Context: an optimization exercise on an open-source flow, tuned for small area, a short achievable clock period and few clock cycles per item. The choices shown serve that exercise and are no tape-out recipe.
Function was checked by simulation only, so behaviour that the tests miss may differ from the original.
No activity file was given, so power comes from the tool's default toggle rates.

**config.mk**
```make
export PLATFORM = sky130hd
export DESIGN_NAME = cache_controller
export DESIGN_NICKNAME = cache_controller
export VERILOG_FILES = /design/flow/design.v
export SDC_FILE = /design/flow/constraint.sdc
export NUM_CORES = 8
export LEC_CHECK = 0
export CAP_MARGIN = 40
export CORE_MARGIN = 2
export CORE_UTILIZATION = 50
export SETUP_SLACK_MARGIN = 1.5
export SLEW_MARGIN = 40
```
**constraint.sdc**
```tcl
create_clock -name core_clock -period 14.0 [get_ports {clk}]
set_input_delay 2.8000 -clock core_clock [delete_from_list [all_inputs] [get_ports {clk}]]
set_output_delay 2.8000 -clock core_clock [all_outputs]
set_load 0.01 [all_outputs]
```
**design.v**
```verilog
module cache_line #(
    parameter ADDRESS_WORD_SIZE = 32,
    parameter TAG_SIZE = 19,
    parameter WORD_SIZE = 8
)(
    input clk,
    input rst_b,
    input [ADDRESS_WORD_SIZE-1:0] addr,
    input try_read,
    input try_write,
    input cache_write,
    input [WORD_SIZE-1:0] write_data,
    output [WORD_SIZE-1:0] data_out,
    output hit,
    output valid,
    output dirty
);
    wire [TAG_SIZE-1:0] addr_tag;
    assign addr_tag = addr[ADDRESS_WORD_SIZE-1 -: TAG_SIZE];
    wire [TAG_SIZE-1:0] tag_out;
    wire tag_en;
    assign tag_en = cache_write;
    generate
        genvar i;
        for (i = 0; i < TAG_SIZE; i = i + 1) begin : tag_reg
            dff tag_dff (
                .clk(clk),
                .rst_b(rst_b),
                .en(tag_en),
                .d(addr_tag[i]),
                .q(tag_out[i])
            );
        end
    endgenerate
    wire hit_internal;
    wire [WORD_SIZE-1:0] data_out_reg;
    wire data_en = (try_write & hit_internal) | cache_write;
    wire [WORD_SIZE-1:0] data_mux_out;
    assign data_mux_out = cache_write ? write_data : write_data;
    generate
        for (i = 0; i < WORD_SIZE; i = i + 1) begin : data_reg
            dff data_dff (
                .clk(clk),
                .rst_b(rst_b),
                .en(data_en),
                .d(write_data[i]),
                .q(data_out_reg[i])
            );
        end
    endgenerate
    assign data_out = data_out_reg;
    dff valid_dff (
        .clk(clk),
        .rst_b(rst_b),
        .en(cache_write),
        .d(1'b1),
        .q(valid)
    );
    wire dirty_set = try_write & hit_internal;
    wire dirty_clr = cache_write;
    wire dirty_next = dirty_set ? 1'b1 : (dirty_clr ? 1'b0 : dirty);
    dff dirty_dff (
        .clk(clk),
        .rst_b(rst_b),
        .en(dirty_set | dirty_clr),
        .d(dirty_next),
        .q(dirty)
    );
    wire tag_match;
    comparator #(TAG_SIZE) tag_cmp (
        .a(tag_out),
        .b(addr_tag),
        .eq(tag_match)
    );
    assign hit_internal = tag_match & valid;
    assign hit = hit_internal;
endmodule
module dff (
    input clk,
    input rst_b,
    input en,
    input d,
    output reg q
);
    always @(posedge clk or negedge rst_b) begin
        if (!rst_b)
            q <= 0;
        else if (en)
            q <= d;
    end
endmodule
module comparator #(parameter N = 8) (
    input [N-1:0] a,
    input [N-1:0] b,
    output eq
);
    assign eq = (a == b);
endmodule
module four_way_set #(
    parameter ADDRESS_WORD_SIZE = 32,
    parameter TAG_SIZE = 19,
    parameter INDEX_SIZE = 7,
    parameter BLOCK_SIZE = 8,
    parameter WORD_SIZE = 8
) (
    input clk,
    input rst_b,
    input [ADDRESS_WORD_SIZE-1:0] address_word,
    input try_read,
    input try_write,
    input cache_write,
    input [7:0] write_data,
    output [7:0] data,
    output hit_miss,
    output [1:0] hit_index,
    output dirty_out,
    output valid_out
);
    wire [TAG_SIZE-1:0] tag = address_word[ADDRESS_WORD_SIZE-1 -: TAG_SIZE];       
    wire [INDEX_SIZE-1:0]index = address_word[ADDRESS_WORD_SIZE - TAG_SIZE - 1 -: INDEX_SIZE];  
    wire [3:0] hit_vec;
    wire [3:0] valid_vec;
    wire [3:0] dirty_vec;
    wire [7:0] data_vec [3:0];
    reg [1:0] victim;
    always @(posedge clk or negedge rst_b) begin
        if (!rst_b)
            victim <= 2'd0;
        else if (cache_write & ~hit_miss)
            victim <= victim + 2'd1;
    end
    wire [1:0] write_way = hit_miss ? hit_index : victim;
    genvar i;
    generate
        for (i = 0; i < 4; i = i + 1) begin : cache_lines
            cache_line #(
                .ADDRESS_WORD_SIZE(ADDRESS_WORD_SIZE),
                .TAG_SIZE(TAG_SIZE),
                .WORD_SIZE(WORD_SIZE)
            ) line (
                .clk(clk),
                .rst_b(rst_b),
                .addr(address_word),
                .try_read(try_read),
                .try_write(try_write),
                .cache_write(cache_write & (write_way == i)),
                .write_data(write_data),
                .hit(hit_vec[i]),
                .valid(valid_vec[i]),
                .dirty(dirty_vec[i]),
                .data_out(data_vec[i])
            );
        end
    endgenerate
    assign hit_miss = |hit_vec;
    assign hit_index = (hit_vec[0]) ? 2'd0 :
                       (hit_vec[1]) ? 2'd1 :
                       (hit_vec[2]) ? 2'd2 :
                       (hit_vec[3]) ? 2'd3 : 2'd0;
    assign data = data_vec[hit_index];
    assign dirty_out = dirty_vec[hit_index];
    assign valid_out = valid_vec[hit_index];
endmodule
module cache_memory #(
    parameter ADDRESS_WORD_SIZE = 32,
    parameter TAG_SIZE = 19,
    parameter BLOCK_SIZE = 8,
    parameter WORD_SIZE = 8,
    parameter NUMBER_OF_SETS = 128
)(
    input clk,
    input rst_b,
    input [ADDRESS_WORD_SIZE-1:0] addr,
    input try_read,
    input try_write,
    input cache_write,
    input [WORD_SIZE-1:0] write_data,
    output [WORD_SIZE-1:0] data_out,
    output hit,
    output dirty
);
    localparam INDEX_SIZE = $clog2(NUMBER_OF_SETS);
    wire [INDEX_SIZE-1:0] index = addr[ADDRESS_WORD_SIZE - TAG_SIZE - 1 -: INDEX_SIZE];
    wire [WORD_SIZE-1:0] data_out_array [0:NUMBER_OF_SETS-1];
    wire hit_array   [0:NUMBER_OF_SETS-1];
    wire dirty_array [0:NUMBER_OF_SETS-1];
    genvar i;
    generate
        for (i = 0; i < NUMBER_OF_SETS; i = i + 1) begin : sets
            wire active = (index == i);
            four_way_set #(
                .ADDRESS_WORD_SIZE(ADDRESS_WORD_SIZE),
                .TAG_SIZE(TAG_SIZE),
                .INDEX_SIZE(INDEX_SIZE),
                .WORD_SIZE(WORD_SIZE)
            ) set_inst (
                .clk(clk),
                .rst_b(rst_b),
                .address_word(addr),
                .try_read(try_read & active),
                .try_write(try_write & active),
                .cache_write(cache_write & active),
                .write_data(write_data),
                .data(data_out_array[i]),
                .hit_miss(hit_array[i]),
                .dirty_out(dirty_array[i]),
                .valid_out()
            );
        end
    endgenerate
    assign data_out = data_out_array[index];
    assign hit      = hit_array[index];
    assign dirty    = dirty_array[index];
endmodule
module fsm_structural (
    input clk,
    input rst_b,
    input hit,
    input dirty,
    input op_read,
    input op_write,
    output [2:0] current_state,
    output try_read,
    output try_write,
    output mem_read,
    output mem_write,
    output cache_write,
    output ready
);
localparam IDLE        = 3'b000,
           READ_HIT    = 3'b001,
           READ_MISS   = 3'b010,
           WRITE_HIT   = 3'b011,
           WRITE_MISS  = 3'b100,
           EVICT       = 3'b101,
           ALLOCATE    = 3'b110;
wire [2:0] next_state;
wire [7:0] state_decode;
dff_3bit state_reg (
    .clk(clk),
    .rst_b(rst_b),
    .d(next_state),
    .q(current_state)
);
decoder_3x8 decode_state (
    .in(current_state),
    .out(state_decode)
);
next_state_logic logic_unit (
    .current_state(current_state),
    .hit(hit),
    .dirty(dirty),
    .op_read(op_read),
    .op_write(op_write),
    .next_state(next_state)
);
assign try_read    = state_decode[IDLE] & op_read;
assign try_write   = state_decode[IDLE] & op_write;
assign mem_write   = state_decode[EVICT];
assign mem_read    = state_decode[ALLOCATE];
assign cache_write = state_decode[WRITE_HIT] | state_decode[ALLOCATE];
assign ready       = state_decode[READ_HIT] | state_decode[WRITE_HIT] | state_decode[ALLOCATE];
endmodule
module decoder_3x8(
    input [2:0] in,
    output reg [7:0] out
);
    always @(*) begin
        out = 8'b00000000;
        out[in] = 1'b1;
    end
endmodule
module next_state_logic(
    input [2:0] current_state,
    input hit,
    input dirty,
    input op_read,
    input op_write,
    output reg [2:0] next_state
);
    localparam IDLE        = 3'b000,
               READ_HIT    = 3'b001,
               READ_MISS   = 3'b010,
               WRITE_HIT   = 3'b011,
               WRITE_MISS  = 3'b100,
               EVICT       = 3'b101,
               ALLOCATE    = 3'b110;
    always @(*) begin
        case (current_state)
            IDLE: begin
                if (op_read)
                    next_state = hit ? READ_HIT : READ_MISS;
                else if (op_write)
                    next_state = hit ? WRITE_HIT : WRITE_MISS;
                else
                    next_state = IDLE;
            end
            READ_MISS,
            WRITE_MISS: next_state = dirty ? EVICT : ALLOCATE;
            EVICT:      next_state = ALLOCATE;
            READ_HIT,
            WRITE_HIT,
            ALLOCATE:   next_state = IDLE;
            default:    next_state = IDLE;
        endcase
    end
endmodule
module dff_3bit(
    input clk,
    input rst_b,
    input [2:0] d,
    output reg [2:0] q
);
    always @(posedge clk or negedge rst_b) begin
        if (!rst_b)
            q <= 3'b000;
        else
            q <= d;
    end
endmodule
module cache_controller #(
    parameter ADDRESS_WORD_SIZE = 32,
    parameter TAG_SIZE = 19,
    parameter BLOCK_SIZE = 8,
    parameter WORD_SIZE = 8,
    parameter NUMBER_OF_SETS = 128
) (
    input clk,
    input rst_b,
    input opcode,          
    input [7:0]data_in,
    input [ADDRESS_WORD_SIZE-1:0] address,
    output [7:0] data_out,
    output hit,
    output ready
);
    wire dirty;
    wire [2:0] fsm_state;
    wire try_read;
    wire try_write;
    wire mem_read;
    wire mem_write;
    wire cache_write;
    wire [7:0] cache_data;
    fsm_structural fsm (
        .clk(clk),
        .rst_b(rst_b),
        .hit(hit),
        .dirty(dirty),
        .op_read(~opcode),
        .op_write(opcode),
        .current_state(fsm_state),
        .try_read(try_read),
        .try_write(try_write),
        .mem_read(mem_read),
        .mem_write(mem_write),
        .cache_write(cache_write),
        .ready(ready)
    );
    cache_memory #(
        .ADDRESS_WORD_SIZE(ADDRESS_WORD_SIZE),
        .TAG_SIZE(TAG_SIZE),
        .BLOCK_SIZE(BLOCK_SIZE),
        .WORD_SIZE(WORD_SIZE),
        .NUMBER_OF_SETS(NUMBER_OF_SETS)
    ) cache_inst (
        .clk(clk),
        .rst_b(rst_b),
        .addr(address),
        .try_read(try_read),
        .try_write(try_write),
        .cache_write(cache_write),
        .write_data(data_in), 
        .data_out(cache_data),
        .hit(hit),
        .dirty(dirty)
    );
    assign data_out = cache_data;
endmodule
```
**run.sh**
```bash
#!/bin/bash
# synth_recipe.tcl (not shown) runs the flow's synth.tcl, then flattens the netlist and writes it again
# the make line also repeats each setting of config.mk as NAME=value (left out here)
make -C /OpenROAD-flow-scripts/flow DESIGN_CONFIG=/design/flow/config.mk WORK_HOME=/design/flow/orfs CLKGATE_MAP_FILE= SYNTH_SCRIPT=/design/flow/synth_recipe.tcl finish
```
==> flow_summary_export.csv <==
group,metric,value,unit
synthesis,synth.distinct_cells,111,
clock_tree,cts-root-buf,"clkbuf_16",
synthesis,synth_ff_type,"dfrtp_1",
route,viasPerCell,6.24,
die,start_util,0.501,
power,ir_worst_vdd,0.165,mV
hold_path,hold_depth,1,
sta,max_freq,0.0771,GHz
sta,maxSlewViolCount,0,
worst_setup_path,cp.arrival,10.16,ns
route,ant_nets,0,
power,leakage,407,nW
worst_setup_path,path_class,"primary input to primary output",
die,core.rowCount,447,
worst_setup_path,crit_path_end_kind,"primary output",
worst_setup_path,crit_top_cell,"buf_12",
worst_setup_path,start_kind,"primary input",
sta,setup_tns,0,ns
worst_setup_path,path_max_fanout,22,
sta,clock_skew,0.127,ns
synthesis,synthArstFlopShare,1.00,
die,fp.dieW,1220,microns
clock_tree,clock_sinks,15100,
status,outcome,"no timing/DRC/antenna violations",
sta,finalSetupViolCount,0,
grt,grt_pass1_vias,490000,
grt,antenna_found_initial,625,
synthesis,syn_area_per_cell,12.1,sq um
grt,grt_pass1_wl,4280000,microns
place,place_congestion,1.13,
die,die_h,1220,microns
finish,layoutNonFillerInstCount,84500,
synthesis,synth_cells,61100,
clock_tree,cts_inserted_buffers,1740,
power,p_total,105,mW
grt,grt_max_degree,152,
worst_setup_path,slowest_delay,0.72,ns
hold_path,hold_class,"register to register",
job,cap_violations,0,
synthesis,synth_edf_count,0,
power,p_per_area,123,nW/um^2
sta,fin_crit_sh,0.926,
finish,final_area,851000,sq um
sta,period_needed,12.96,ns
clock_tree,cts_max_level,7,
route,route.detailed.drc,0,
finish,final_nets,62400,
worst_setup_path,path_cells,"buf_16, buf_12, buf_4, buf_12, buf_12, xor2_1, nor4_1, nand4_1, and2_1, and2_1, or2_0, a2111o_1, nor4_2, nand4_1, or4_4, or4_1, buf_12, clkdlybuf4s50_1",
route,drtIter0Drc,57900,
worst_setup_path,r2r_end,"fsm.state_reg.q[0]",
clock_tree,holdBufCountCts,0,
route,drt-pass1-iter-count,12,
place,dp_hpwl,2360000,microns
synthesis,synth_area,741000,sq um
clock_tree,insertion_delay,1.45,ns
sta,tightest_slew,1.26,ns
worst_setup_path,r2r_slack,7.04,ns
die,core,1480000,sq um
die,die-area,1490000,sq um
die,ios,53,
finish,layout-drive-gt1-share,0.345,
synthesis,yosysWarnings,6,
sta,hold_viol,0,
sta,relSlewSlack,0.161,
worst_setup_path,crit_slowest_cell,"or4_4",
place,dp_cells,80100,
sta,rsz0062_at_grt,"yes",
sta,holdWs,0.460,ns
worst_setup_path,required,11.20,ns
route,drt-wirelength-per-cell,37.7,microns
grt,grt-ovfl-total,0,
route,wirelength,3180000,microns
synthesis,yosysSeqAreaShare,0.510,
finish,areaGrowthSynthToFinish,15.0,%
place,portBuffers,46,
clock_tree,ctsLongestPathBuffers,6,
synthesis,synth_nets,61100,
clock_tree,clk_pin_slew,0.06,ns
grt,grtUsageTotal,0.418,
clock_tree,cts_tree,"built",
place,placed_area,785000,sq um
route,via_count,527000,
synthesis,ys_ff_latch,15100,
worst_setup_path,reg2regPathDepth,14,
==> power by group <==
| group | switching [mW] | leakage, nW | total, mW | internal [mW] |
|---|---|---|---|---|
| logic | 7.07 | 170 | 11.1 | 4.06 |
| clock network | 19.1 | 28.2 | 46.4 | 27.2 |
| registers | 1.56 | 208 | 47.4 | 45.9 |
| total | 27.7 | 407 | 105 | 77.2 |
==> final cells by class <==
class | count | area, sq um
Clock buffer | 2600 | 51700
Multi-Input combinational cell | 40900 | 347000
Inverter | 711 | 2680
Sequential cell | 15100 | 378000
Clock inverter | 461 | 5190
Timing Repair Buffer | 3936 | 39500
Tap cell | 19800 | 24700
Fill cell | 125000 | 628000
Antenna cell | 1044 | 2610
==> timing repair <==
action / 4_1_cts / 5_1_grt
pin swaps: 68 / 42
setup endpoints to repair: 9 / 8
buffers inserted: 177 / 71
gates resized for setup: 322 / 127
gates cloned: 22 / 4
==> registers in the layout, indices dropped and copies added, names as in the netlist <==
| signal | count |
|---|---|
| cache_inst.sets.set_inst.cache_lines.line.data.data_dff.q | 4096 |
| cache_inst.sets.set_inst.cache_lines.line.dirty_dff.q | 512 |
| cache_inst.sets.set_inst.cache_lines.line.tag.tag_dff.q | 9728 |
| cache_inst.sets.set_inst.cache_lines.line.valid_dff.q | 512 |
| cache_inst.sets.set_inst.victim | 256 |
| fsm.state_reg.q | 3 |
==> layer usage <==
| layer | global-route usage | up-vias | wire, microns |
|---|---|---|---|
| met3 | 0.126 | 6127 | 315000 |
| met2 | 0.582 | 23200 | 1300000 |
| met1 | 0.568 | 278000 | 1320000 |
| met4 | 0.266 | 100 | 241000 |
| met5 | 0.000286 | - | 674 |
| li1 | - | 220000 | - |
==> how the worst max path moves through the flow <==
stage / start / to / depth (start not counted)
floorplan: address[17] / data_out[6] / 17
global placement: address[31] / data_out[3] / 23
detailed placement: address[25] / data_out[2] / 20
CTS: address[27] / data_out[2] / 20
global route: address[21] / data_out[1] / 24
finish: address[28] / data_out[2] / 18
==> stage by stage <==
step	util	setup slack [ns]
after CTS	0.572	1.45
after global placement	0.527	0.0639
after detailed placement	0.530	0.320
after global routing	0.575	1.33
after floorplan	-	4.18
final	0.576	1.04
==> cells in the mapped netlist, drive strengths merged, types with 428 or more instances <==
master  count  area, sq um
mux2    13300       150000
a21oi     672         3380
xnor2    4694        41100
nand2b    428         2680
nand4    2005        12600
o21ai    1611         8060
nor3      596         3190
nand3     817         4090
nor2     1914         7210
buf      1667        11500
nand2    2869        10800
nor4     1723        10800
dfrtp   15100       378000
inv       711         2670
xor2     5289        46300
o22ai     628         3930
clkbuf   2695        10100
==> cells in the final DEF (no fill, tap or decap), drive strengths merged, types with 101 or more instances in the layout <==
cell type  count
dfrtp      15100
mux2       13300
xor2        5289
xnor2       4694
buf         3885
nand2       2869
clkbuf      2612
nand4       2005
nor2        1914
nor4        1723
o21ai       1611
diode       1044
nand3        817
inv          729
a21oi        672
o22ai        628
nor3         596
nand2b       428
or2          399
clkinv       319
o221ai       287
o22a         251
nor4b        249
o211ai       246
a31oi        219
mux2i        214
and2         213
a22oi        132
a211oi       131
and3         130
or3          129
nor2b        112
bufinv       106
nor3b        106
and4         103
a22o         101
==> worst max-delay path, delay by kind of cell <==
kind / cells / cell delay [ns]
compound gates: 1 / 0.60
xor+xnor: 1 / 0.20
simple gates: 9 / 4.35
buf+inv: 7 / 1.80
==> logic make-up after synthesis <==
group                      count (synthesis)  synth area share
AOI/OAI and AO/OA                       5322            0.0478
xor gates and xnor gates                9983             0.118
adders and majority gates                  6          0.000101
buffers and inverters                   5073            0.0328
DFF                                    15100             0.510
muxes                                  13500             0.205
and+or+nand+nor                        12000            0.0857
Testbench counts, summed over its fixed seeds: cycles 151,575, accesses 64,000.

-- afterwards: timing with drivers on the ports --
The flow's constraints put no driver on any port. The routed layout listed below was extracted and timed again, unchanged, in two steps.
Step 1 assumes that a clkbuf_16 drives the clock port and a buf_2 every other input.
Step 2 times the ports against the registers' clock, not the clock port: input delays grow and output delays shrink by t, the midpoint of the rising clock arrivals with the driver on.
Three values: ideal ports, drivers, drivers and shift; two values: the first two.
shift t [ns]: 1.579
setup WS [ns]: 1.037 / 0.606 / 0.606
latest minus earliest clock arrival (ns): 0.130 / 0.131
After both steps this run still meets setup and hold. For this run, drivers alone change the setup slack by -0.431 ns; drivers and shift together by -0.431 ns.
